Context: an optimization exercise on an open-source flow, tuned for small area, a short achievable clock period and few clock cycles. The choices shown serve that exercise and are no tape-out recipe.
In this exercise RTL edits were held to simulation tests only and were not proved equivalent to the original.

==> design/flow/design.v <==
module regfile (
    input  clock,
    input  write_enable,
    input  [4:0] rd_address,
    input  [4:0] rs1_address,
    input  [4:0] rs2_address,
    input  [31:0] rd_data,
    output [31:0] rs1_data,
    output [31:0] rs2_data
);
    logic [31:0] register [1:31];
    assign rs1_data = rs1_address == 5'b0 ? 32'b0 : register[rs1_address];
    assign rs2_data = rs2_address == 5'b0 ? 32'b0 : register[rs2_address];
    always_ff @(posedge clock)
        if (write_enable && rd_address != 5'b0) register[rd_address] <= rd_data;
endmodule
module riscv_multicycle (
    input  clock,
    input  reset,
    output [31:0] bus_address,
    input  [31:0] bus_read_data,
    output [31:0] bus_write_data,
    output [3:0]  bus_byte_enable,
    output        bus_read_enable,
    output        bus_write_enable
);
    logic [31:2] pc_f;
    logic [31:0] ir;
    logic [31:2] pc_d;
    logic        v_d;
    logic        v_e;
    logic [31:0] op_a, op_b, alt;
    logic [4:0]  rd_e;
    logic        e_wr;        
    logic        e_ldw;       
    logic        e_load, e_store, e_branch, e_jalr, e_pred;
    logic        e_sel_alt;   
    logic [2:0]  e_fn;        
    logic        e_sub;       
    logic        e_sra;       
    logic [2:0]  e_f3;        
    logic        fix_a, fix_b, fix_s;   
    logic        m_load, m_store;
    logic [31:2] m_addr;
    logic [1:0]  m_off;
    logic [2:0]  m_f3;
    logic [4:0]  m_rd;
    logic [3:0]  m_be;
    logic        w_we;
    logic [4:0]  w_rd;
    logic [31:0] w_val;
    wire m_act = m_load | m_store;
    wire adv = !m_act;
    assign bus_address      = m_act ? {m_addr, 2'b00} : {pc_f, 2'b00};
    assign bus_read_enable  = !m_store;
    assign bus_write_enable = m_store;
    assign bus_write_data   = w_val;
    assign bus_byte_enable  = m_be;
    logic [7:0]  ld_b;
    logic [15:0] ld_h;
    logic [31:0] ld_data;
    always_comb begin
        case (m_off)
            2'd0: ld_b = bus_read_data[7:0];
            2'd1: ld_b = bus_read_data[15:8];
            2'd2: ld_b = bus_read_data[23:16];
            default: ld_b = bus_read_data[31:24];
        endcase
        ld_h = m_off[1] ? bus_read_data[31:16] : bus_read_data[15:0];
        case (m_f3[1:0])
            2'b00:   ld_data = {{24{ld_b[7] & !m_f3[2]}}, ld_b};
            2'b01:   ld_data = {{16{ld_h[15] & !m_f3[2]}}, ld_h};
            default: ld_data = bus_read_data;
        endcase
    end
    wire [4:0] opc = ir[6:2];
    wire [4:0] rs1 = ir[19:15];
    wire [4:0] rs2 = ir[24:20];
    wire [4:0] rd  = ir[11:7];
    wire [2:0] f3  = ir[14:12];
    wire is_load   = opc == 5'b00000;
    wire is_opimm  = opc == 5'b00100;
    wire is_auipc  = opc == 5'b00101;
    wire is_store  = opc == 5'b01000;
    wire is_op     = opc == 5'b01100;
    wire is_lui    = opc == 5'b01101;
    wire is_branch = opc == 5'b11000;
    wire is_jalr   = opc == 5'b11001;
    wire is_jal    = opc == 5'b11011;
    wire [31:0] imm_i = {{21{ir[31]}}, ir[30:20]};
    wire [31:0] imm_s = {{21{ir[31]}}, ir[30:25], ir[11:7]};
    wire [31:0] imm_b = {{20{ir[31]}}, ir[7], ir[30:25], ir[11:8], 1'b0};
    wire [31:0] imm_u = {ir[31:12], 12'b0};
    wire [31:0] imm_j = {{12{ir[31]}}, ir[19:12], ir[20], ir[30:21], 1'b0};
    wire [31:0] t_imm  = is_branch ? imm_b : is_jal ? imm_j : imm_u;
    wire [31:2] t_base = is_lui ? 30'b0 : pc_d;
    wire [31:2] tadd   = t_base + t_imm[31:2];
    wire pred_taken = is_jal | (is_branch & ir[31]);
    logic [31:0] rf_rs1, rf_rs2;
    regfile regfile (
        .clock          (clock),
        .write_enable   (w_we),
        .rd_address     (w_rd),
        .rs1_address    (rs1),
        .rs2_address    (rs2),
        .rd_data        (w_val),
        .rs1_data       (rf_rs1),
        .rs2_data       (rf_rs2)
    );
    logic [31:0] e_result;
    wire e_fwd = v_e & e_wr;
    wire e_ldf = v_e & e_ldw;
    wire [31:0] byp1 = (e_fwd && rs1 == rd_e) ? e_result :
                       (w_we && rs1 == w_rd)  ? w_val : rf_rs1;
    wire [31:0] byp2 = (e_fwd && rs2 == rd_e) ? e_result :
                       (w_we && rs2 == w_rd)  ? w_val : rf_rs2;
    wire [32:0] as_sum = {1'b0, op_a} + {1'b0, op_b ^ {32{e_sub}}} + {32'b0, e_sub};
    wire [31:0] as_res = as_sum[31:0];
    wire ltu = !as_sum[32];
    wire lt  = (op_a[31] ^ op_b[31]) ? op_a[31] : as_sum[31];
    wire eq  = op_a == op_b;
    logic [31:0] sh_in, sh_rev, shl;
    always_comb
        for (int i = 0; i < 32; i++) sh_in[i] = e_fn[2] ? op_a[i] : op_a[31 - i];
    wire signed [32:0] sh_ext = {e_sra & e_fn[2] & op_a[31], sh_in};
    wire [32:0] shr = sh_ext >>> op_b[4:0];
    always_comb
        for (int i = 0; i < 32; i++) shl[i] = shr[31 - i];
    logic [31:0] alu;
    always_comb
        case (e_fn)
            3'b000:  alu = as_res;
            3'b001:  alu = shl;
            3'b010:  alu = {31'b0, lt};
            3'b011:  alu = {31'b0, ltu};
            3'b100:  alu = op_a ^ op_b;
            3'b101:  alu = shr[31:0];
            3'b110:  alu = op_a | op_b;
            default: alu = op_a & op_b;
        endcase
    wire [31:0] alt_v = !e_store     ? alt :
                        e_f3[1:0] == 2'b00 ? {4{alt[7:0]}} :
                        e_f3[1:0] == 2'b01 ? {2{alt[15:0]}} : alt;
    assign e_result = e_sel_alt ? alt_v : alu;
    wire cond  = e_f3[2] ? (e_f3[1] ? ltu : lt) : eq;
    wire taken = cond ^ e_f3[0];
    wire redir_e = adv & v_e & ((e_branch & (taken ^ e_pred)) | e_jalr);
    wire [31:2] e_target = e_jalr ? as_res[31:2] : alt[31:2];
    wire redir_d = adv & v_d & pred_taken;
    logic [3:0] st_be;
    always_comb
        case (e_f3[1:0])
            2'b00:   st_be = 4'b0001 << as_res[1:0];
            2'b01:   st_be = as_res[1] ? 4'b1100 : 4'b0011;
            default: st_be = 4'b1111;
        endcase
    always_ff @(posedge clock or posedge reset)
        if (reset) begin
            pc_f    <= 30'h00100000;    
            v_d     <= 1'b0;
            v_e     <= 1'b0;
            m_load  <= 1'b0;
            m_store <= 1'b0;
            w_we    <= 1'b0;
        end else begin
            if (adv) begin
                pc_f <= redir_e ? e_target : redir_d ? tadd : pc_f + 30'd1;
                v_d  <= !(redir_e | redir_d);
                v_e  <= v_d & !redir_e;
            end
            m_load  <= adv & v_e & e_load;
            m_store <= adv & v_e & e_store;
            w_we    <= adv ? e_fwd : (m_load && m_rd != 5'b0);
        end
    always_ff @(posedge clock)
        if (adv) begin
            ir   <= bus_read_data;
            pc_d <= pc_f;
        end
    always_ff @(posedge clock)
        if (adv) begin
            op_a      <= byp1;
            op_b      <= (is_op | is_branch) ? byp2 : is_store ? imm_s : imm_i;
            alt       <= is_store ? byp2 :
                         (is_jal | is_jalr | (is_branch & ir[31])) ? {pc_f, 2'b00} :
                         {tadd, 2'b00};
            rd_e      <= rd;
            e_wr      <= (is_op | is_opimm | is_lui | is_auipc | is_jal | is_jalr) && rd != 5'b0;
            e_ldw     <= is_load && rd != 5'b0;
            e_load    <= is_load;
            e_store   <= is_store;
            e_branch  <= is_branch;
            e_jalr    <= is_jalr;
            e_pred    <= ir[31];
            e_sel_alt <= is_lui | is_auipc | is_jal | is_jalr | is_store;
            e_fn      <= (is_op | is_opimm) ? f3 : 3'b000;
            e_sub     <= is_branch | ((is_op | is_opimm) & (f3 == 3'b010 || f3 == 3'b011)) |
                         (is_op & f3 == 3'b000 & ir[30]);
            e_sra     <= ir[30];
            e_f3      <= f3;
            fix_a     <= e_ldf && rs1 == rd_e;
            fix_b     <= e_ldf && rs2 == rd_e && (is_op | is_branch);
            fix_s     <= e_ldf && rs2 == rd_e && is_store;
        end else if (m_load) begin
            if (fix_a) op_a <= ld_data;
            if (fix_b) op_b <= ld_data;
            if (fix_s) alt  <= ld_data;
        end
    always_ff @(posedge clock)
        if (adv) begin
            m_addr <= as_res[31:2];
            m_off  <= as_res[1:0];
            m_f3   <= e_f3;
            m_rd   <= rd_e;
            m_be   <= st_be;
        end
    always_ff @(posedge clock)
        if (adv) begin
            w_rd  <= rd_e;
            w_val <= e_result;
        end else if (m_load) begin
            w_rd  <= m_rd;
            w_val <= ld_data;
        end
endmodule
==> design/flow/run.sh <==
#!/bin/bash
# synth_recipe.tcl (not shown) runs the flow's synth.tcl, then flattens the netlist and writes it again
# the make line also repeats each setting of config.mk as NAME=value (left out here)
make -C /OpenROAD-flow-scripts/flow DESIGN_CONFIG=/design/flow/config.mk WORK_HOME=/design/flow/orfs CLKGATE_MAP_FILE= SYNTH_SCRIPT=/design/flow/synth_recipe.tcl finish
==> design/flow/config.mk <==
export PLATFORM = sky130hd
export DESIGN_NAME = riscv_multicycle
export DESIGN_NICKNAME = riscv_multicycle
export VERILOG_FILES = /design/flow/design.v
export SDC_FILE = /design/flow/constraint.sdc
export NUM_CORES = 8
export LEC_CHECK = 0
export CAP_MARGIN = 20
export CORE_MARGIN = 2
export CORE_UTILIZATION = 40
export SLEW_MARGIN = 20
==> design/flow/constraint.sdc <==
create_clock -name core_clock -period 9.0 [get_ports {clock}]
set_input_delay 1.8000 -clock core_clock [delete_from_list [all_inputs] [get_ports {clock}]]
set_output_delay 1.8000 -clock core_clock [all_outputs]
set_load 0.01 [all_outputs]
==> summary.log, run 1 <==
[grt] first-pass GRT wire length 358,100 µm
[timing] unrepaired setup endpoints after global routing false
[die] IO Pins 104
[placement] number of cells in the design after placement 7,141
[die] # rows 154
[setup_path] Critical Path Most Common Cell sky130_fd_sc_hd__nand2_1
[synth] synth top area cells sky130_fd_sc_hd__edfxtp_1, sky130_fd_sc_hd__mux4_2, sky130_fd_sc_hd__mux2i_1
[timing] aggregate negative setup slack 0 ps
[synth] synthesized area per cell 14.38 µm²
[synth] cell area after synthesis 70,630 µm²
[synth] number of synthesized register bits 1,298
[timing] Slew Limit Fails 0
[die] die boundary width 424.2 µm
[grt] maximum number of pins on one net before global-route repair 104
[cells_and_area] Layout Area Growth over Synthesis 12.21%
[grt] remaining global-route overflow 0
[setup_path] Required @ worst endpoint 7200 ps
[clock_tree] buffer type at the clock tree root sky130_fd_sc_hd__clkbuf_16
[synth] prevailing post-synth register cell sky130_fd_sc_hd__edfxtp_1
[synth] async set or reset register ratio after synthesis 0.02696
[cells_and_area] area taken by multi-input logic gates 30,300 µm²
[die] Core Box Area 175,700 µm²
[timing] achievable clock frequency 176.7 MHz
[clock_tree] maximum buffer depth of the clock tree 3
[synth] sequential cell area fraction in the yosys report 0.5480
[placement] weighted congestion at the end of routability-driven global placement 1.021
[synth] commonest cells in the netlist sky130_fd_sc_hd__edfxtp_1, sky130_fd_sc_hd__mux4_2, sky130_fd_sc_hd__nand2_1, sky130_fd_sc_hd__a21oi_1, sky130_fd_sc_hd__nor2_1
[setup_path] Setup Crit Path Kind flop to output pin
[setup_path] critical path capture point type output pin
[timing] final critical-path required period 5658 ps
[clock_tree] number of cells upsized or downsized after cts 0
[timing] number of hold violations in the final report 0
[clock_tree] CTS tree done
[setup_path] critical register-to-register path startpoint ir[4]$_DFFE_PP_
[clock_tree] total of hold buffers inserted after clock tree synthesis 0
[status] outcome complete, no violations
[cells_and_area] number of nets at the end of the flow 5,109
[route] sum of routed wire length over all layers 255,200 µm
[min_path] Hold Crit Start e_store$_DFFE_PP_
[route] drt pass-1 iters 8
[placement] half-perimeter wire length after placement 162,500 µm
[timing] final clock period utilization by the worst path 0.6286
[timing] post-route clock skew 57.29 ps
[grt] GRT Util Overall 0.2801
[cells_and_area] final cell area excluding filler cells 79,260 µm²
[grt] vias in the first global route 46,720
[setup_path] startpoint types flop
[clock_tree] H-tree depth 4
[placement] total of buffers placed on input and output ports 101
[setup_path] Worst Path Buf+Inv 3
[route] # DRC 0
[cells_and_area] Finished Layout Cells 7,405
[timing] tightest slew margin relative to the limit 0.1761
[route] Starting DRT DRC Count 7,006
[min_path] class of the most critical hold timing path flop to flop
[clock_tree] clock input transition at the sequential cells of the worst setup and hold paths 60 ps
[clock_tree] cts bufs inserted 143
[setup_path] Top Family by Delay on Critical Path buffers and inverters
[die] effective utilization at floorplan 0.4019
[clock_tree] Post CTS Setup Buffer Count 0
[synth] cell taking the most area after synthesis sky130_fd_sc_hd__edfxtp_1
[placement] post-place instance area 74,590 µm²
[route] number of vias per cell after detailed routing 6.530
[synth] number of warnings issued by yosys 2
[cells_and_area] count of filler cells inserted in the layout 15,510
[setup_path] highest fanout seen on the critical path 78
[route] wire length per cell 34.47 µm
[setup_path] cell-by-cell trace of the critical path or2_4 > inv_8 > buf_4 > nand2_1 > nand2_1 > clkdlybuf4s50_1
[synth] count of cell types in the netlist 92
[flow_run] max-capacitance violation count 0
[cells_and_area] layout cell share with drive strength beyond 1 0.2141
[die] chip height 424.2 µm
[grt] initial antenna violation count 8
[synth] gate count of the mapped netlist 4,913
[setup_path] arrival time reported for the critical path endpoint 3860 ps
[timing] final count of negative-setup-slack endpoints 0
[synth] number of enable flip-flop cells after synthesis 1,253
[clock_tree] sink count of the clock tree 1,298
[route] detailed-route via count 48,360
[setup_path] delay of the slowest cell on the worst path 630 ps
[setup_path] slowest CP cell sky130_fd_sc_hd__buf_4
[clock_tree] insertion delay of the later-clocked pin in the worst-skew pair 810 ps
[die] total die area 180,000 µm²
[cells_and_area] sequential cell area 38,740 µm²
[synth] fraction of synthesized cell area taken by the top area cell type 0.5327
[synth] cell with the most instances after synthesis sky130_fd_sc_hd__edfxtp_1
[route] Post-DRT Antenna Nets 0
[timing] Worst Tran Pin Value 1236 ps
[setup_path] startpoint of the worst setup timing path m_store$_DFF_PP0_
==> placed cells by master, fill, tap and decap left out, drive strengths merged, types with 45 or more instances in the layout <==
master | synthesis | layout
edfxtp | 1253 | 1253
mux4 | 609 | 609
nand2 | 440 | 440
a21oi | 299 | 299
nor2 | 290 | 290
o21ai | 222 | 222
mux2i | 218 | 218
clkbuf | 245 | 185
buf | 119 | 151
ha | 125 | 125
inv | 114 | 122
clkdlybuf4s50 | 0 | 101
a211oi | 100 | 100
xor2 | 80 | 80
a21o | 62 | 62
clkinv | 3 | 58
nor2b | 54 | 54
nand3 | 51 | 51
xnor2 | 45 | 45
==> flip-flops by register name, indices dropped and copies added, names as in the netlist, 30 cells and up, named ones only <==
register	count
op_a	32
alt	32
pc_f	30
w_val	32
regfile.register	992
op_b	32
pc_d	30
m_addr	30
ir	30
==> logic make-up (layout without fill, tap and decap cells) <==
kind of cell	count (synthesis)	in the layout	synth area share
flops	1298	1298	0.5480
simple gates	1021	1021	0.06407
compound gates	993	993	0.09072
mux	867	867	0.2316
buf+inv	481	631	0.02742
fa+ha+maj	127	127	0.02271
xor+xnor	125	125	0.01550
other cells	1	3	0.00005309
==> area by class of cell <==
cell class                      instances  area share
Inverter                              117    0.005636
Multi-Input combinational cell       3135      0.3823
Clock buffer                          184     0.04840
Sequential cell                      1298      0.4888
Antenna cell                            1  0.00003157
Timing Repair Buffer                  253     0.02826
Tap cell                             2340     0.03694
Clock inverter                         77    0.009693
==> through the flow <==
stage	worst slack [ps]	hold WS, ps	util
2_1_floorplan	3214	419.6	-
3_3_place_gp	3596	470.5	0.4244
3_5_place_dp	3704	480.0	0.4245
4_1_cts	3364	500.1	0.4507
5_1_grt	3175	531.3	0.4510
6_report	3342	495.7	0.4510
==> metal layers <==
layer	wire length, µm	vias to the layer above	track usage	share of wire
li1	-	19770	-	-
met1	97830	25070	0.3718	0.38
met2	115700	2860	0.4286	0.45
met3	25170	643	0.06338	0.099
met4	16360	14	0.1518	0.064
met5	130	-	0.002116	0.00051
==> path summary, 6_finish.rpt <==
kind	to	slack, ps	cells after the start
worst max-delay path	bus_address[29]	3340	6
worst min-delay path	m_store$_DFF_PP0_	500	1
worst max register to register	alt[29]$_DFFE_PP_	3540	18
worst min register to register	m_store$_DFF_PP0_	500	1
max in group asynchronous	w_we$_DFF_PP0_	7180	3
min in group asynchronous	pc_f[5]$_DFFE_PP0P_	1440	3
Testbench counts, summed over its fixed seeds: cycles 162,825.
==> inputs of run 2 (changes only) <==
--- a/design/flow/design.v
+++ b/design/flow/design.v
@@ -24,10 +24,8 @@
     output        bus_read_enable,
     output        bus_write_enable
 );
-    logic [31:2] pc_f;
-    logic [31:0] ir;
-    logic [31:2] pc_d;
-    logic        v_d;
+    logic [31:2] pc_f;        
+    logic [31:2] a_q;         
     logic        v_e;
     logic [31:0] op_a, op_b, alt;
     logic [4:0]  rd_e;
@@ -41,7 +39,6 @@
     logic [2:0]  e_f3;        
     logic        fix_a, fix_b, fix_s;   
     logic        m_load, m_store;
-    logic [31:2] m_addr;
     logic [1:0]  m_off;
     logic [2:0]  m_f3;
     logic [4:0]  m_rd;
@@ -51,7 +48,7 @@
     logic [31:0] w_val;
     wire m_act = m_load | m_store;
     wire adv = !m_act;
-    assign bus_address      = m_act ? {m_addr, 2'b00} : {pc_f, 2'b00};
+    assign bus_address      = {a_q, 2'b00};
     assign bus_read_enable  = !m_store;
     assign bus_write_enable = m_store;
     assign bus_write_data   = w_val;
@@ -73,6 +70,7 @@
             default: ld_data = bus_read_data;
         endcase
     end
+    wire [31:0] ir = bus_read_data;
     wire [4:0] opc = ir[6:2];
     wire [4:0] rs1 = ir[19:15];
     wire [4:0] rs2 = ir[24:20];
@@ -92,9 +90,9 @@
     wire [31:0] imm_b = {{20{ir[31]}}, ir[7], ir[30:25], ir[11:8], 1'b0};
     wire [31:0] imm_u = {ir[31:12], 12'b0};
     wire [31:0] imm_j = {{12{ir[31]}}, ir[19:12], ir[20], ir[30:21], 1'b0};
-    wire [31:0] t_imm  = is_branch ? imm_b : is_jal ? imm_j : imm_u;
-    wire [31:2] t_base = is_lui ? 30'b0 : pc_d;
-    wire [31:2] tadd   = t_base + t_imm[31:2];
+    wire [31:0] t_imm = ir[6] ? (ir[3] ? imm_j : imm_b) : imm_u;
+    wire [31:2] tadd  = pc_f + t_imm[31:2];
+    wire [31:2] inc   = pc_f + 30'd1;
     wire pred_taken = is_jal | (is_branch & ir[31]);
     logic [31:0] rf_rs1, rf_rs2;
     regfile regfile (
@@ -119,7 +117,7 @@
     wire ltu = !as_sum[32];
     wire lt  = (op_a[31] ^ op_b[31]) ? op_a[31] : as_sum[31];
     wire eq  = op_a == op_b;
-    logic [31:0] sh_in, sh_rev, shl;
+    logic [31:0] sh_in, shl;
     always_comb
         for (int i = 0; i < 32; i++) sh_in[i] = e_fn[2] ? op_a[i] : op_a[31 - i];
     wire signed [32:0] sh_ext = {e_sra & e_fn[2] & op_a[31], sh_in};
@@ -144,9 +142,10 @@
     assign e_result = e_sel_alt ? alt_v : alu;
     wire cond  = e_f3[2] ? (e_f3[1] ? ltu : lt) : eq;
     wire taken = cond ^ e_f3[0];
-    wire redir_e = adv & v_e & ((e_branch & (taken ^ e_pred)) | e_jalr);
+    wire redir_e = v_e & ((e_branch & (taken ^ e_pred)) | e_jalr);
     wire [31:2] e_target = e_jalr ? as_res[31:2] : alt[31:2];
-    wire redir_d = adv & v_d & pred_taken;
+    wire e_mem = v_e & (e_load | e_store);
+    wire [31:2] npc = redir_e ? e_target : pred_taken ? tadd : inc;
     logic [3:0] st_be;
     always_comb
         case (e_f3[1:0])
@@ -157,33 +156,29 @@
     always_ff @(posedge clock or posedge reset)
         if (reset) begin
             pc_f    <= 30'h00100000;    
-            v_d     <= 1'b0;
+            a_q     <= 30'h00100000;
             v_e     <= 1'b0;
             m_load  <= 1'b0;
             m_store <= 1'b0;
             w_we    <= 1'b0;
         end else begin
             if (adv) begin
-                pc_f <= redir_e ? e_target : redir_d ? tadd : pc_f + 30'd1;
-                v_d  <= !(redir_e | redir_d);
-                v_e  <= v_d & !redir_e;
-            end
+                pc_f <= npc;
+                a_q  <= e_mem ? as_res[31:2] : npc;
+                v_e  <= !redir_e;
+            end else
+                a_q  <= pc_f;
             m_load  <= adv & v_e & e_load;
             m_store <= adv & v_e & e_store;
             w_we    <= adv ? e_fwd : (m_load && m_rd != 5'b0);
         end
     always_ff @(posedge clock)
         if (adv) begin
-            ir   <= bus_read_data;
-            pc_d <= pc_f;
-        end
-    always_ff @(posedge clock)
-        if (adv) begin
             op_a      <= byp1;
             op_b      <= (is_op | is_branch) ? byp2 : is_store ? imm_s : imm_i;
             alt       <= is_store ? byp2 :
-                         (is_jal | is_jalr | (is_branch & ir[31])) ? {pc_f, 2'b00} :
-                         {tadd, 2'b00};
+                         (is_jal | is_jalr | (is_branch & ir[31])) ? {inc, 2'b00} :
+                         is_lui ? imm_u : {tadd, 2'b00};
             rd_e      <= rd;
             e_wr      <= (is_op | is_opimm | is_lui | is_auipc | is_jal | is_jalr) && rd != 5'b0;
             e_ldw     <= is_load && rd != 5'b0;
@@ -206,20 +201,14 @@
             if (fix_b) op_b <= ld_data;
             if (fix_s) alt  <= ld_data;
         end
-    always_ff @(posedge clock)
-        if (adv) begin
-            m_addr <= as_res[31:2];
-            m_off  <= as_res[1:0];
-            m_f3   <= e_f3;
-            m_rd   <= rd_e;
-            m_be   <= st_be;
-        end
-    always_ff @(posedge clock)
-        if (adv) begin
-            w_rd  <= rd_e;
-            w_val <= e_result;
-        end else if (m_load) begin
-            w_rd  <= m_rd;
-            w_val <= ld_data;
-        end
+    always_ff @(posedge clock) begin
+        m_off <= as_res[1:0];
+        m_f3  <= e_f3;
+        m_rd  <= rd_e;
+        m_be  <= st_be;
+    end
+    always_ff @(posedge clock) begin
+        w_rd  <= adv ? rd_e : m_rd;
+        w_val <= adv ? e_result : ld_data;
+    end
 endmodule
--- a/design/flow/config.mk
+++ b/design/flow/config.mk
@@ -8,4 +8,5 @@
 export CAP_MARGIN = 20
 export CORE_MARGIN = 2
 export CORE_UTILIZATION = 40
+export SETUP_SLACK_MARGIN = 5
 export SLEW_MARGIN = 20
==> summary.log, run 2 <==
[timing] aggregate negative setup slack 0 ps
[route] # DRC 0
[timing] Slew Limit Fails 0
[die] die boundary width 416.1 µm
[timing] achievable clock frequency 236.4 MHz
[die] total die area 173,200 µm²
[cells_and_area] register with the highest flop count regfile.register
[cells_and_area] final cell utilization of the core 0.4866
[timing] Min Hold Slack 436.8 ps
[clock_tree] sink count of the clock tree 1,227
[cells_and_area] number of nets at the end of the flow 5,263
[synth] synth top area cells sky130_fd_sc_hd__edfxtp_1, sky130_fd_sc_hd__mux4_2, sky130_fd_sc_hd__mux2i_1
[setup_path] capture point of the worst path a_q[31]$_DFF_PP0_
[synth] number of synthesized register bits 1,227
[synth] cell with the most instances after synthesis sky130_fd_sc_hd__edfxtp_1
[placement] half-perimeter wire length after placement 163,400 µm
[clock_tree] maximum buffer depth of the clock tree 3
[flow_run] max-capacitance violation count 0
[synth] sequential cell area fraction in the yosys report 0.5301
[setup_path] terminus of the critical flop-to-flop path alt[19]$_DFFE_PP_
[cells_and_area] layout cell share with drive strength beyond 1 0.3237
[route] detailed-route via count 49,730
[die] Core Box Area 169,100 µm²
[die] IO Pins 104
[grt] first-pass GRT wire length 369,700 µm
[grt] met2 Use GR 0.4601
[route] Post-DRT Antenna Nets 0
[clock_tree] H-tree depth 4
[setup_path] critical register-to-register path startpoint e_sub$_DFFE_PP_
[route] wire length per cell 35.99 µm
[placement] weighted congestion at the end of routability-driven global placement 1.031
[synth] cell area after synthesis 67,940 µm²
[setup_path] Required @ worst endpoint 9650 ps
[timing] final count of negative-setup-slack endpoints 0
[synth] prevailing post-synth register cell sky130_fd_sc_hd__edfxtp_1
[cells_and_area] most common cell after layout, fill and taps aside sky130_fd_sc_hd__edfxtp_1
[setup_path] highest fanout seen on the critical path 7
[clock_tree] cts bufs inserted 137
[route] sum of routed wire length over all layers 267,400 µm
[grt] maximum number of pins on one net before global-route repair 89
[cells_and_area] final cell area excluding filler cells 82,270 µm²
[die] # rows 151
[timing] unrepaired setup endpoints after global routing true
[setup_path] Register-to-Register Path Depth 14
[min_path] class of the most critical hold timing path flop to flop
[grt] met1 track demand over resource 0.4076
[placement] total of buffers placed on input and output ports 101
[timing] least setup slack across all paths after layout 4769 ps
[synth] number of enable flip-flop cells after synthesis 1,112
[status] outcome complete, no violations
[grt] busiest grt layer met2
[setup_path] startpoint types input pin
[synth] cell taking the most area after synthesis sky130_fd_sc_hd__edfxtp_1
[grt] GRT Util Overall 0.3023
[setup_path] Setup Crit Path Kind input pin to flop
[placement] number of cells in the design after placement 6,958
[die] chip height 416.1 µm
[synth] fraction of synthesized cell area taken by the top area cell type 0.4915
[grt] initial antenna violation count 9
[setup_path] startpoint of the worst setup timing path bus_read_data[13]
[die] effective utilization at floorplan 0.4018
[grt] remaining global-route overflow 0
[timing] final clock period utilization by the worst path 0.4701
[grt] met3 Track Usage GR 0.06425
[clock_tree] insertion delay of the later-clocked pin in the worst-skew pair 810 ps
[synth] gate count of the mapped netlist 4,845
[clock_tree] CTS tree done
[clock_tree] clock input transition at the sequential cells of the worst setup and hold paths 60 ps
[route] drt pass-1 iters 8
[cells_and_area] count of filler cells inserted in the layout 14,370
[timing] number of hold violations in the final report 0
[route] Starting DRT DRC Count 7,403
[clock_tree] buffer type at the clock tree root sky130_fd_sc_hd__clkbuf_16
[synth] number of warnings issued by yosys 2
[synth] async set or reset register ratio after synthesis 0.05216
[setup_path] slack of the worst reg-to-reg path 4880 ps
[placement] setup slack at placement 2414 ps
[cells_and_area] Finished Layout Cells 7,431
[grt] vias in the first global route 47,190
[synth] count of cell types in the netlist 99
[timing] Worst Tran Pin Value 1160 ps
[route] number of vias per cell after detailed routing 6.692
[setup_path] arrival time reported for the critical path endpoint 4880 ps
[timing] tightest slew margin relative to the limit 0.2267
[cells_and_area] commonest cells after routing, fill and taps aside sky130_fd_sc_hd__edfxtp_1, sky130_fd_sc_hd__mux4_2, sky130_fd_sc_hd__nand2_1
[timing] final critical-path required period 4231 ps
[synth] commonest cells in the netlist sky130_fd_sc_hd__edfxtp_1, sky130_fd_sc_hd__mux4_2, sky130_fd_sc_hd__nand2_1, sky130_fd_sc_hd__a21oi_1, sky130_fd_sc_hd__nor2_1
[cells_and_area] number of flip-flops under the largest register name 992
[timing] post-route clock skew 61.32 ps
[synth] synthesized area per cell 14.02 µm²
[placement] post-place instance area 71,840 µm²
[setup_path] critical path capture point type flop
[cells_and_area] Layout Area Growth over Synthesis 21.09%
[run 2: how the worst min path moves through the flow]
stage	startpoint	endpoint	slack, ps	depth (start not counted)
after floorplan	e_f3[0]$_DFFE_PP_	m_f3[0]$_DFF_P_	350	0
after global placement	m_rd[3]$_DFF_P_	w_rd[3]$_DFF_P_	440	2
after detailed placement	m_rd[3]$_DFF_P_	w_rd[3]$_DFF_P_	440	2
after CTS	m_rd[1]$_DFF_P_	w_rd[1]$_DFF_P_	440	2
after global routing	m_rd[1]$_DFF_P_	w_rd[1]$_DFF_P_	470	2
final	m_rd[1]$_DFF_P_	w_rd[1]$_DFF_P_	440	2
[run 2: cell families after synthesis]
kind of cell / synth area share
adders and majority gates: 0.02361
AOI/OAI and AO/OA: 0.09906
DFF: 0.5301
and+or+nand+nor: 0.06239
xor gates and xnor gates: 0.01586
buffers and inverters: 0.02947
other: 0.00005519
muxes: 0.2394
[run 2: what timing repair did]
action | 4_1_cts | 5_1_grt
pin swaps | 85 | 99
buffers inserted | 102 | 79
hold buffers | 0 | 0
gates resized for setup | 492 | 277
endpoints found under the setup margin | 194 | 145
gates cloned | 26 | 16
[run 2: final cells by class]
cell class              instances  area [µm²]  share of cell area
flip-flops and latches       1227       36030              0.4379
inverters                     130       546.8            0.006646
diodes                          4       10.01           0.0001217
well taps                    2218        2775             0.03373
multi-input cells            3137       32960              0.4006
clock buffers                 169        3642             0.04427
clock inverters                77       987.2             0.01200
repair buffers                469        5320             0.06466
[run 2: routing by layer]
layer  up-vias  wire (µm)
met1     25580      99610
met5         -         27
met4         4      15870
met2      3473     121600
met3       684      30320
li1      19990          -
[run 2: worst max-delay path, stage by stage]
cell and delay [ps]:
sky130_fd_sc_hd__clkdlybuf4s18_2 340, sky130_fd_sc_hd__o21ai_2 150, sky130_fd_sc_hd__nand2_4 70, sky130_fd_sc_hd__ha_4 270, sky130_fd_sc_hd__and4_4 230, sky130_fd_sc_hd__nand2_2 50
sky130_fd_sc_hd__or3_4 390, sky130_fd_sc_hd__a2111oi_4 420, sky130_fd_sc_hd__o2111ai_4 170, sky130_fd_sc_hd__a21bo_2 250, sky130_fd_sc_hd__a31oi_4 180, sky130_fd_sc_hd__xnor2_2 110
sky130_fd_sc_hd__a221oi_2 310, sky130_fd_sc_hd__o31ai_2 110
Testbench counts of run 2, summed over its fixed seeds: cycles 139,551.
==> inputs of run 3 (changes only) <==
--- a/design/flow/design.v
+++ b/design/flow/design.v
@@ -35,6 +35,7 @@
     logic        e_sel_alt;   
     logic [2:0]  e_fn;        
     logic        e_sub;       
+    logic        e_add;       
     logic        e_sra;       
     logic [2:0]  e_f3;        
     logic        fix_a, fix_b, fix_s;   
@@ -90,8 +91,9 @@
     wire [31:0] imm_b = {{20{ir[31]}}, ir[7], ir[30:25], ir[11:8], 1'b0};
     wire [31:0] imm_u = {ir[31:12], 12'b0};
     wire [31:0] imm_j = {{12{ir[31]}}, ir[19:12], ir[20], ir[30:21], 1'b0};
-    wire [31:0] t_imm = ir[6] ? (ir[3] ? imm_j : imm_b) : imm_u;
-    wire [31:2] tadd  = pc_f + t_imm[31:2];
+    wire [31:2] tgt_b = pc_f + imm_b[31:2];
+    wire [31:2] tgt_j = pc_f + imm_j[31:2];
+    wire [31:2] tadd  = ir[3] ? tgt_j : tgt_b;
     wire [31:2] inc   = pc_f + 30'd1;
     wire pred_taken = is_jal | (is_branch & ir[31]);
     logic [31:0] rf_rs1, rf_rs2;
@@ -105,18 +107,25 @@
         .rs1_data       (rf_rs1),
         .rs2_data       (rf_rs2)
     );
-    logic [31:0] e_result;
+    logic [31:0] e_result, e_other, as_res;
     wire e_fwd = v_e & e_wr;
     wire e_ldf = v_e & e_ldw;
-    wire [31:0] byp1 = (e_fwd && rs1 == rd_e) ? e_result :
-                       (w_we && rs1 == w_rd)  ? w_val : rf_rs1;
-    wire [31:0] byp2 = (e_fwd && rs2 == rd_e) ? e_result :
-                       (w_we && rs2 == w_rd)  ? w_val : rf_rs2;
-    wire [32:0] as_sum = {1'b0, op_a} + {1'b0, op_b ^ {32{e_sub}}} + {32'b0, e_sub};
-    wire [31:0] as_res = as_sum[31:0];
-    wire ltu = !as_sum[32];
-    wire lt  = (op_a[31] ^ op_b[31]) ? op_a[31] : as_sum[31];
-    wire eq  = op_a == op_b;
+    wire e1 = e_fwd && rs1 == rd_e && !is_auipc;
+    wire e2 = e_fwd && rs2 == rd_e;
+    wire [31:0] nb1 = is_auipc ? {pc_f, 2'b00} : (w_we && rs1 == w_rd) ? w_val : rf_rs1;
+    wire [31:0] nb2 = (w_we && rs2 == w_rd) ? w_val : rf_rs2;
+    wire [31:0] byp1 = !e1 ? nb1 : e_add ? as_res : e_other;
+    wire [31:0] byp2 = !e2 ? nb2 : e_add ? as_res : e_other;
+    wire sub_next = is_op & f3 == 3'b000 & ir[30];
+    wire [31:0] imm_b_next = is_store ? imm_s : is_auipc ? imm_u : imm_i;
+    wire [31:0] opb_next = (is_op | is_branch) ? (byp2 ^ {32{sub_next}}) :
+                           (imm_b_next ^ {32{sub_next}});
+    assign as_res = op_a + op_b + {31'b0, e_sub};
+    wire lt31 = op_a[30:0] < op_b[30:0];
+    wire sdif = op_a[31] ^ op_b[31];
+    wire ltu  = sdif ? op_b[31] : lt31;
+    wire lt   = sdif ? op_a[31] : lt31;
+    wire eq   = op_a == op_b;
     logic [31:0] sh_in, shl;
     always_comb
         for (int i = 0; i < 32; i++) sh_in[i] = e_fn[2] ? op_a[i] : op_a[31 - i];
@@ -127,7 +136,6 @@
     logic [31:0] alu;
     always_comb
         case (e_fn)
-            3'b000:  alu = as_res;
             3'b001:  alu = shl;
             3'b010:  alu = {31'b0, lt};
             3'b011:  alu = {31'b0, ltu};
@@ -139,13 +147,17 @@
     wire [31:0] alt_v = !e_store     ? alt :
                         e_f3[1:0] == 2'b00 ? {4{alt[7:0]}} :
                         e_f3[1:0] == 2'b01 ? {2{alt[15:0]}} : alt;
-    assign e_result = e_sel_alt ? alt_v : alu;
+    assign e_other  = e_sel_alt ? alt_v : alu;
+    assign e_result = e_add ? as_res : e_other;
     wire cond  = e_f3[2] ? (e_f3[1] ? ltu : lt) : eq;
     wire taken = cond ^ e_f3[0];
-    wire redir_e = v_e & ((e_branch & (taken ^ e_pred)) | e_jalr);
-    wire [31:2] e_target = e_jalr ? as_res[31:2] : alt[31:2];
-    wire e_mem = v_e & (e_load | e_store);
-    wire [31:2] npc = redir_e ? e_target : pred_taken ? tadd : inc;
+    wire redir_b = v_e & e_branch & (taken ^ e_pred);
+    wire e_jr    = v_e & e_jalr;
+    wire e_mem   = v_e & (e_load | e_store);
+    wire redir_e = redir_b | e_jr;
+    wire [31:2] npc_f = e_jr ? as_res[31:2] : pred_taken ? tadd : inc;
+    wire [31:2] npc   = redir_b ? alt[31:2] : npc_f;
+    wire [31:2] na_q  = redir_b ? alt[31:2] : e_mem ? as_res[31:2] : npc_f;
     logic [3:0] st_be;
     always_comb
         case (e_f3[1:0])
@@ -164,7 +176,7 @@
         end else begin
             if (adv) begin
                 pc_f <= npc;
-                a_q  <= e_mem ? as_res[31:2] : npc;
+                a_q  <= na_q;
                 v_e  <= !redir_e;
             end else
                 a_q  <= pc_f;
@@ -175,10 +187,10 @@
     always_ff @(posedge clock)
         if (adv) begin
             op_a      <= byp1;
-            op_b      <= (is_op | is_branch) ? byp2 : is_store ? imm_s : imm_i;
+            op_b      <= opb_next;
             alt       <= is_store ? byp2 :
                          (is_jal | is_jalr | (is_branch & ir[31])) ? {inc, 2'b00} :
-                         is_lui ? imm_u : {tadd, 2'b00};
+                         is_lui ? imm_u : {tgt_b, 2'b00};
             rd_e      <= rd;
             e_wr      <= (is_op | is_opimm | is_lui | is_auipc | is_jal | is_jalr) && rd != 5'b0;
             e_ldw     <= is_load && rd != 5'b0;
@@ -187,18 +199,18 @@
             e_branch  <= is_branch;
             e_jalr    <= is_jalr;
             e_pred    <= ir[31];
-            e_sel_alt <= is_lui | is_auipc | is_jal | is_jalr | is_store;
-            e_fn      <= (is_op | is_opimm) ? f3 : 3'b000;
-            e_sub     <= is_branch | ((is_op | is_opimm) & (f3 == 3'b010 || f3 == 3'b011)) |
-                         (is_op & f3 == 3'b000 & ir[30]);
+            e_sel_alt <= is_lui | is_jal | is_jalr | is_store;
+            e_add     <= ((is_op | is_opimm) & f3 == 3'b000) | is_auipc;
+            e_fn      <= f3;
+            e_sub     <= sub_next;
             e_sra     <= ir[30];
             e_f3      <= f3;
-            fix_a     <= e_ldf && rs1 == rd_e;
+            fix_a     <= e_ldf && rs1 == rd_e && !is_auipc;
             fix_b     <= e_ldf && rs2 == rd_e && (is_op | is_branch);
             fix_s     <= e_ldf && rs2 == rd_e && is_store;
         end else if (m_load) begin
             if (fix_a) op_a <= ld_data;
-            if (fix_b) op_b <= ld_data;
+            if (fix_b) op_b <= ld_data ^ {32{e_sub}};
             if (fix_s) alt  <= ld_data;
         end
     always_ff @(posedge clock) begin
==> summary.log, run 3 <==
[status] outcome complete, no violations
[route] wire length per cell 37.48 µm
[synth] number of enable flip-flop cells after synthesis 1,110
[route] number of vias per cell after detailed routing 6.873
[setup_path] Setup Crit Path Kind flop to flop
[die] Core Box Area 176,300 µm²
[grt] vias in the first global route 52,450
[die] effective utilization at floorplan 0.4032
[die] IO Pins 104
[timing] final clock period utilization by the worst path 0.4676
[min_path] hold path cells 2
[route] # DRC 0
[cells_and_area] commonest cells after routing, fill and taps aside sky130_fd_sc_hd__edfxtp_1, sky130_fd_sc_hd__mux4_2, sky130_fd_sc_hd__a21oi_1
[timing] final critical-path required period 4208 ps
[setup_path] arrival time reported for the critical path endpoint 4790 ps
[cells_and_area] layout cell share with drive strength beyond 1 0.2837
[cells_and_area] number of nets at the end of the flow 5,758
[route] Starting DRT DRC Count 8,635
[setup_path] Critical Path Most Common Cell sky130_fd_sc_hd__a22oi_2
[timing] final count of negative-setup-slack endpoints 0
[timing] Worst Tran Pin Value 1085 ps
[timing] achievable clock frequency 237.6 MHz
[die] total die area 181,100 µm²
[grt] GRT Util Overall 0.3227
[synth] sequential cell area fraction in the yosys report 0.5058
[clock_tree] CTS tree done
[cells_and_area] number of flip-flops under the largest register name 992
[synth] gate count of the mapped netlist 5,400
[clock_tree] maximum buffer depth of the clock tree 3
[setup_path] critical path capture point type flop
[synth] prevailing post-synth register cell sky130_fd_sc_hd__edfxtp_1
[synth] commonest cells in the netlist sky130_fd_sc_hd__edfxtp_1, sky130_fd_sc_hd__mux4_2, sky130_fd_sc_hd__a21oi_1, sky130_fd_sc_hd__nor2_1, sky130_fd_sc_hd__nand2_1
[setup_path] delay of the slowest cell on the worst path 540 ps
[clock_tree] cts bufs inserted 136
[synth] fraction of synthesized cell area taken by the top area cell type 0.4689
[min_path] class of the most critical hold timing path flop to flop
[synth] cell with the most instances after synthesis sky130_fd_sc_hd__edfxtp_1
[placement] total of buffers placed on input and output ports 101
[placement] weighted congestion at the end of routability-driven global placement 1.053
[cells_and_area] Layout Area Growth over Synthesis 19.35%
[setup_path] cell-by-cell trace of the critical path inv_1 > ha_4 > o21ai_0 > o21bai_2 > a211oi_1 > o31ai_2 > mux2_2 > nor4_4 > a22oi_2 > buf_4 > a21oi_2 > mux2_1 > a22oi_2
[timing] least setup slack across all paths after layout 4792 ps
[grt] remaining global-route overflow 0
[route] detailed-route via count 55,200
[die] die boundary width 425.6 µm
[grt] maximum number of pins on one net before global-route repair 67
[clock_tree] clock input transition at the sequential cells of the worst setup and hold paths 60 ps
[route] sum of routed wire length over all layers 301,000 µm
[route] Post-DRT Antenna Nets 0
[clock_tree] buffer type at the clock tree root sky130_fd_sc_hd__clkbuf_16
[placement] setup slack at placement 2736 ps
[synth] count of cell types in the netlist 99
[clock_tree] H-tree depth 4
[setup_path] highest fanout seen on the critical path 13
[synth] async set or reset register ratio after synthesis 0.05224
[synth] cell area after synthesis 71,080 µm²
[synth] number of synthesized register bits 1,225
[placement] half-perimeter wire length after placement 185,300 µm
[die] chip height 425.6 µm
[grt] first-pass GRT wire length 412,600 µm
[setup_path] slowest CP cell sky130_fd_sc_hd__edfxtp_1
[timing] Slew Limit Fails 0
[clock_tree] total of hold buffers inserted after clock tree synthesis 0
[timing] number of hold violations in the final report 0
[setup_path] slack of the worst reg-to-reg path 4790 ps
[grt] initial antenna violation count 9
[synth] number of warnings issued by yosys 2
[timing] post-route clock skew 49.93 ps
[cells_and_area] register with the highest flop count regfile.register
[synth] synth top area cells sky130_fd_sc_hd__edfxtp_1, sky130_fd_sc_hd__mux4_2, sky130_fd_sc_hd__mux2i_1
[clock_tree] sink count of the clock tree 1,225
[synth] cell taking the most area after synthesis sky130_fd_sc_hd__edfxtp_1
[setup_path] Register-to-Register Path Depth 13
[timing] unrepaired setup endpoints after global routing true
[timing] aggregate negative setup slack 0 ps
[clock_tree] insertion delay of the later-clocked pin in the worst-skew pair 800 ps
[die] # rows 154
[cells_and_area] most common cell after layout, fill and taps aside sky130_fd_sc_hd__edfxtp_1
[flow_run] max-capacitance violation count 0
[timing] tightest slew margin relative to the limit 0.2672
[setup_path] startpoint types flop
[route] drt pass-1 iters 9
[setup_path] Required @ worst endpoint 9590 ps
[synth] synthesized area per cell 13.16 µm²
-- run 3: cell type report --
cell class              count  area [µm²]
fillers                 15160       91470
flip-flops and latches   1225       35960
multi-input cells        3632       35320
repair buffers            475        5723
clock buffers             165        3552
well taps                2340        2928
clock inverters            79       889.6
inverters                 112       455.4
repair inverters            1       5.005
diodes                      2       5.005
-- run 3: cells by family (layout without fill, tap and decap cells) --
kind of cell / Yosys count / after routing / share of synthesized area
fa+ha+maj: 141 / 141 / 0.02524
simple gates: 1152 / 1153 / 0.07233
mux: 836 / 836 / 0.2216
buf+inv: 545 / 832 / 0.03346
xor+xnor: 169 / 169 / 0.02082
other cells: 1 / 4 / 0.00005276
flops: 1225 / 1225 / 0.5058
compound gates: 1331 / 1331 / 0.1207
-- run 3: per-layer routing --
layer | track usage | routed length (µm) | vias to the layer above
met5 | 0 | 149 | -
met4 | 0.1775 | 21040 | 12
met3 | 0.08358 | 35410 | 957
met2 | 0.4955 | 135200 | 4107
met1 | 0.4178 | 109200 | 28230
li1 | - | - | 21900
-- run 3: metrics by stage --
step | hold WS [ps] | area (µm²) | cells | utilization
3_5_place_dp | 437.4 | 75090 | 7585 | 0.4259
3_3_place_gp | 443.5 | 75070 | 7584 | 0.4258
2_1_floorplan | 370.6 | 72030 | 5401 | -
6_report | 452.5 | 84840 | 8031 | 0.4812
5_1_grt | 467.9 | 84830 | 8029 | 0.4812
4_1_cts | 453.4 | 83060 | 7958 | 0.4711
-- run 3: final timing paths --
| path | to | start |
|---|---|---|
| setup / recovery | op_b[31]$_DFFE_PP_ | op_b[25]$_DFFE_PP_ |
| hold / removal | w_rd[3]$_DFF_P_ | m_rd[3]$_DFF_P_ |
| setup reg to reg | op_b[31]$_DFFE_PP_ | op_b[25]$_DFFE_PP_ |
| hold reg to reg | w_rd[3]$_DFF_P_ | m_rd[3]$_DFF_P_ |
| max in group asynchronous | m_load$_DFF_PP0_ | reset |
| min in group asynchronous | a_q[5]$_DFF_PP0_ | reset |
-- run 3: critical path, delay by kind of cell, from the launching register on --
| kind | cells | cell delay, ps |
|---|---|---|
| AO/OA/AOI/OAI | 7 | 1550 |
| multiplexers | 2 | 780 |
| flip-flops | 1 | 540 |
| AND/OR/NAND/NOR | 1 | 400 |
| adder cells (fa/ha/maj) | 1 | 390 |
| buffers and inverters | 2 | 360 |
-- run 3: repair_timing --
action	4_1_cts	5_1_grt
gates resized for setup	388	245
gates cloned	34	10
setup endpoints to repair	187	145
pin swaps	58	56
setup buffers	95	61
Testbench counts of run 3, summed over its fixed seeds: cycles 139,551.

==> static timing again, ports no longer ideal <==
The flow's constraints put no driver on any port. The routed layouts listed below were extracted and timed again, unchanged, in two steps. Step 1, drivers: a clkbuf_16 drives clock and a buf_2 each remaining input, both assumed. Step 2 also shifts input and output timing later by t, the mid clock arrival at the registers, as if the neighbouring blocks saw the same clock. a / b / c = ideal ports / drivers / drivers and shift; a / b = the first two.
run | t (ns) | slack for setup (ns) | hold slack, ns | worst setup path at the end | latest minus earliest clock arrival (ns)
run 1 | 0.871 | 3.342 / 3.256 / 3.544 | 0.496 / 0.496 / 0.496 | register to register | 0.058 / 0.058
run 2 | 0.863 | 4.769 / 4.673 / 3.809 | 0.437 / 0.437 / 0.437 | input to register | 0.065 / 0.065
run 3 | 0.867 | 4.792 / 4.758 / 3.891 | 0.452 / 0.452 / 0.452 | input to register | 0.051 / 0.050
After both steps every run listed still meets setup and hold. For run 2, which loses most, drivers alone change the setup slack by -0.096 ns; drivers and shift together by -0.960 ns.
